Context: an optimization exercise on an open-source flow, tuned for small area. The choices shown serve that exercise and are no tape-out recipe.
Where RTL was checked, it was by simulation tests only, not by an equivalence proof against the original.

==> job 6261: inputs <==
==> flow/design.v (excerpt) <==
module conv1 (
  input clock,
  input reset,
  input vld_in,
  input [5:0][15:0] in,
  output vld_out,
  output [63:0][15:0] out
);
  reg vld_r;
  always @(posedge clock) vld_r <= vld_in & ~reset;
  assign vld_out = vld_r;
  wire [15:0] i0 = in[0];
  wire [15:0] i1 = in[1];
  wire [15:0] i2 = in[2];
  wire [15:0] i3 = in[3];
  wire [15:0] i4 = in[4];
  wire [15:0] i5 = in[5];
  wire [15:0] a0 = i2 + i4;
  wire [15:0] a1 = i1 + ~i3 + 16'd1;
  wire [15:0] a2 = i0 + i3;
  wire [15:0] a3 = i4 + i5;
  wire [15:0] a4 = i0 + i2;
  wire [15:0] a5 = i0 + ~i5 + 16'd1;
  wire [15:0] a6 = i4 + ~i5 + 16'd1;
  wire [15:0] a7 = i2 + ~a6;
  wire [15:0] a8 = i2 + a6;
  wire [15:0] a9 = ~i3 + a5 + 16'd1;
  wire [15:0] a10 = i1 + a4;
  wire [15:0] a11 = i1 + a6;
  wire [15:0] a12 = i0 + a1;
  wire [15:0] a13 = i1 + ~a3 + 16'd1;
  wire [15:0] a14 = i1 + a2;
  wire [15:0] a15 = i1 + a5;
  wire [15:0] a16 = ~a7 + ~a15 + 16'd1;
  wire [15:0] a17 = i4 + a9;
  wire [15:0] a18 = ~i2 + a14 + 16'd1;
  wire [15:0] a19 = ~i5 + a10;
  wire [15:0] a20 = a1 + ~a5 + 16'd1;
  wire [15:0] a21 = a3 + a10;
  wire [15:0] a22 = ~a0 + ~a9 + 16'd2;
  wire [15:0] a23 = ~a8 + ~a14 + 16'd2;
  reg [15:0] r0;
  always @(posedge clock) r0 <= a7;
  reg [15:0] r1;
  always @(posedge clock) r1 <= a8;
  reg [15:0] r2;
  always @(posedge clock) r2 <= a0;
  reg [15:0] r3;
  always @(posedge clock) r3 <= a1;
  reg [15:0] r4;
  always @(posedge clock) r4 <= a2;
  reg [15:0] r5;
  always @(posedge clock) r5 <= a9;
  reg [15:0] r6;
  always @(posedge clock) r6 <= i3;
  reg [15:0] r7;
  always @(posedge clock) r7 <= a16;
  reg [15:0] r8;
  always @(posedge clock) r8 <= a10;
  reg [15:0] r9;
  always @(posedge clock) r9 <= a11;
  reg [15:0] r10;
  always @(posedge clock) r10 <= a12;
  reg [15:0] r11;
  always @(posedge clock) r11 <= i2;
  ...
clock: 6.0 ns
lec_check: 0
cap_margin: 20
core_margin: 2
core_utilization: 55
cts_cluster_diameter: 80
cts_cluster_size: 25
gpl_timing_driven: 0
setup_slack_margin: 0.08
slew_margin: 20
standard.sh (not shown) runs the stock make flow with config.mk's settings and CLKGATE_MAP_FILE= SYNTH_SCRIPT=/design/flow/synth_recipe.tcl, a recipe that flattens the netlist after the stock synthesis.
==> flow/flow/run.sh <==
#!/bin/bash
# Layout flow: standard synthesis (for the register list), then the hand-mapped
# adder netlist generated by flow/gen.py from flow/plan.json replaces the
# synthesized netlist; the rest is the standard ORFS flow, with port buffers
# of the smallest buffer cell.
set -eo pipefail
R=orfs/results/sky130hd/conv1/base
bash standard.sh synth > std_synth.log 2>&1
cp $R/1_2_yosys.v std_1_2_yosys.v
python3 flow/gen.py flow/plan.json std_1_2_yosys.v hand_netlist.v > gen.log 2>&1
cp hand_netlist.v $R/1_2_yosys.v
rm -f $R/1_synth.odb
bash standard.sh BUFFER_PORTS_ARGS="-buffer_cell sky130_fd_sc_hd__buf_1" PLACE_PINS_ARGS="-min_distance 1 -min_distance_in_tracks" POST_GLOBAL_PLACE_TCL=$PWD/flow/post_gpl.tcl CTS_ARGS="-sink_clustering_enable -repair_clock_nets -sink_clustering_size 25 -sink_clustering_max_diameter 80 -dont_use_dummy_load" finish > std_finish.log 2>&1
Other scripts of this flow, unchanged in this note and not shown: flow/flow/gen.py, flow/flow/nlgen3.py, flow/flow/plan.json, flow/flow/post_gpl.tcl
==> job 8154: changes against job 6261 <==
CORE_UTILIZATION = 62   (was 55)
SETUP_SLACK_MARGIN = 0.13   (was 0.08)
==> job 4493: changes against job 6261 <==
PLACE_DENSITY = 0.8   (was default)
==> summary of the runs <==
Job 4493 failed in global routing (5_1_grt) on GRT-0116. Job 8154 completed without violations. Job 6261 completed without violations. Against job 6261, the via count of job 8154 is higher by about 3%. Synthesized area is the same in job 4493 and job 8154. Of job 6261 and job 8154, job 6261 has the higher hold slack (gap 0.044 ns). Critical path depth is the same in job 8154 and job 6261. Of job 6261 and job 8154, job 6261 has the higher maximum frequency (gap about 1.4%, measured against job 8154). In job 8154 the first-iteration DRC count is larger than in job 6261, by 21%.
==> figures <==
quantity                                                          job 6261                  job 4493             job 8154
Worst setup EP type                                             output pin                         -           output pin
Post-cts gate resize count                                             251                       236                  224
Final Hold Violating Endpoints                                           0                         -                    0
Minimum hold slack                                               0.7815 ns                         -            0.7373 ns
Critical path startpoint                                     r3[1]$_DFF_P_                         -        r0[1]$_DFF_P_
Worst Setup Slack post-DPL                                      -0.9111 ns                -0.7643 ns           -0.7425 ns
Levels on crit path                                                     18                         -                   18
Half-perimeter wire length after placement                       138500 um                 142700 um            135700 um
Residual DRC                                                             0                         -                    0
Run status                                                  finished clean    stopped before the end       finished clean
Last stage reached                                                       -  global routing (5_1_grt)                    -
Total die area                                                   74260 um2                         -            66000 um2


==> inputs of run F <==
conv1, a different RTL version from the one above (not shown whole).
==> flow/config.mk <==
export PLATFORM = sky130hd
export DESIGN_NAME = conv1
export DESIGN_NICKNAME = conv1
export VERILOG_FILES = /design/flow/design.v
export SDC_FILE = /design/flow/constraint.sdc
export NUM_CORES = 8
export LEC_CHECK = 0
export CAP_MARGIN = 20
export CORE_MARGIN = 2
export CORE_UTILIZATION = 35
export SLEW_MARGIN = 20
==> flow/constraint.sdc <==
create_clock -name core_clock -period 6.0 [get_ports {clock}]
set_input_delay 1.2000 -clock core_clock [delete_from_list [all_inputs] [get_ports {clock}]]
set_output_delay 1.2000 -clock core_clock [all_outputs]
set_load 0.01 [all_outputs]
==> flow/flow/run.sh <==
#!/bin/bash
# Layout flow: standard synthesis (for the register list), then the hand-mapped
# adder netlist generated by flow/gen.py from flow/plan.json replaces the
# synthesized netlist; the rest is the standard ORFS flow, with port buffers
# of the smallest buffer cell.
set -eo pipefail
R=orfs/results/sky130hd/conv1/base
bash standard.sh synth > std_synth.log 2>&1
cp $R/1_2_yosys.v std_1_2_yosys.v
python3 flow/gen.py flow/plan.json std_1_2_yosys.v hand_netlist.v > gen.log 2>&1
cp hand_netlist.v $R/1_2_yosys.v
rm -f $R/1_synth.odb
bash standard.sh BUFFER_PORTS_ARGS="-buffer_cell sky130_fd_sc_hd__buf_1" PLACE_PINS_ARGS="-min_distance 1 -min_distance_in_tracks" finish > std_finish.log 2>&1
Other scripts of this flow, unchanged in this note and not shown: flow/flow/gen.py, flow/flow/nlgen2.py, flow/flow/plan.json
==> run Z (differences from run F) <==
--- a/flow/flow/run.sh
+++ b/flow/flow/run.sh
@@ -12,2 +12,2 @@
 rm -f $R/1_synth.odb
-bash standard.sh BUFFER_PORTS_ARGS="-buffer_cell sky130_fd_sc_hd__buf_1" PLACE_PINS_ARGS="-min_distance 1 -min_distance_in_tracks" finish > std_finish.log 2>&1
+bash standard.sh BUFFER_PORTS_ARGS="-buffer_cell sky130_fd_sc_hd__buf_1" finish > std_finish.log 2>&1
CORE_UTILIZATION = 40   (was 35)
==> qor summary <==
Number of rows created at floorplan: run Z 110; run F 117
Height of the die: run Z 304 um; run F 325 um
Status: run Z did not finish; run F complete, but fails checks
Failing step: run Z I/O pin placement; run F -
Reasons for failing layout checks: run Z -; run F setup timing
Syn avg cell area: run Z 7.85 um^2; run F 7.85 um^2
Width of the die: run Z 304 um; run F 325 um
Yosys warnings: run Z 1; run F 1
Cell area after synthesis: run Z 0.0360 mm^2; run F 0.0360 mm^2
Initial Util: run Z 40.2%; run F 35.4%
Synthesized instance count: run Z 4592; run F 4592
Function was not checked in any run of this note: the RTL went through the layout flow alone.

port drivers added, routing unchanged:
No port has a modelled driver above. Below, the same layouts with a new extraction and two added sets of constraints. Step 1: set_driving_cell puts a clkbuf_16 on clock and a buf_2 on each other input, an assumption about the parent block. Step 2, shift: input delay + t, output delay - t, t = (earliest + latest rising clock arrival at the registers) / 2. This alone moves slack from input paths to output paths. Slacks: ideal / step 1 / step 2; pairs: ideal / step 1.
run	t, ns	setup WS [ns]	worst register clock-pin slew, ns	cell pins on the clock port's net
job 6261	0.636	0.207 / 0.134 / -0.348	0.10 / 0.10	1
job 8154	0.682	0.125 / 0.055 / -0.441	0.11 / 0.11	1
run F	0.644	-0.079 / -0.155 / -0.467	0.07 / 0.07	1
With both steps, setup timing fails in job 6261 and job 8154, where it was met with ideal ports. The setup slack of job 8154, which loses most, moves by -0.070 ns with the drivers and by -0.566 ns with both steps.
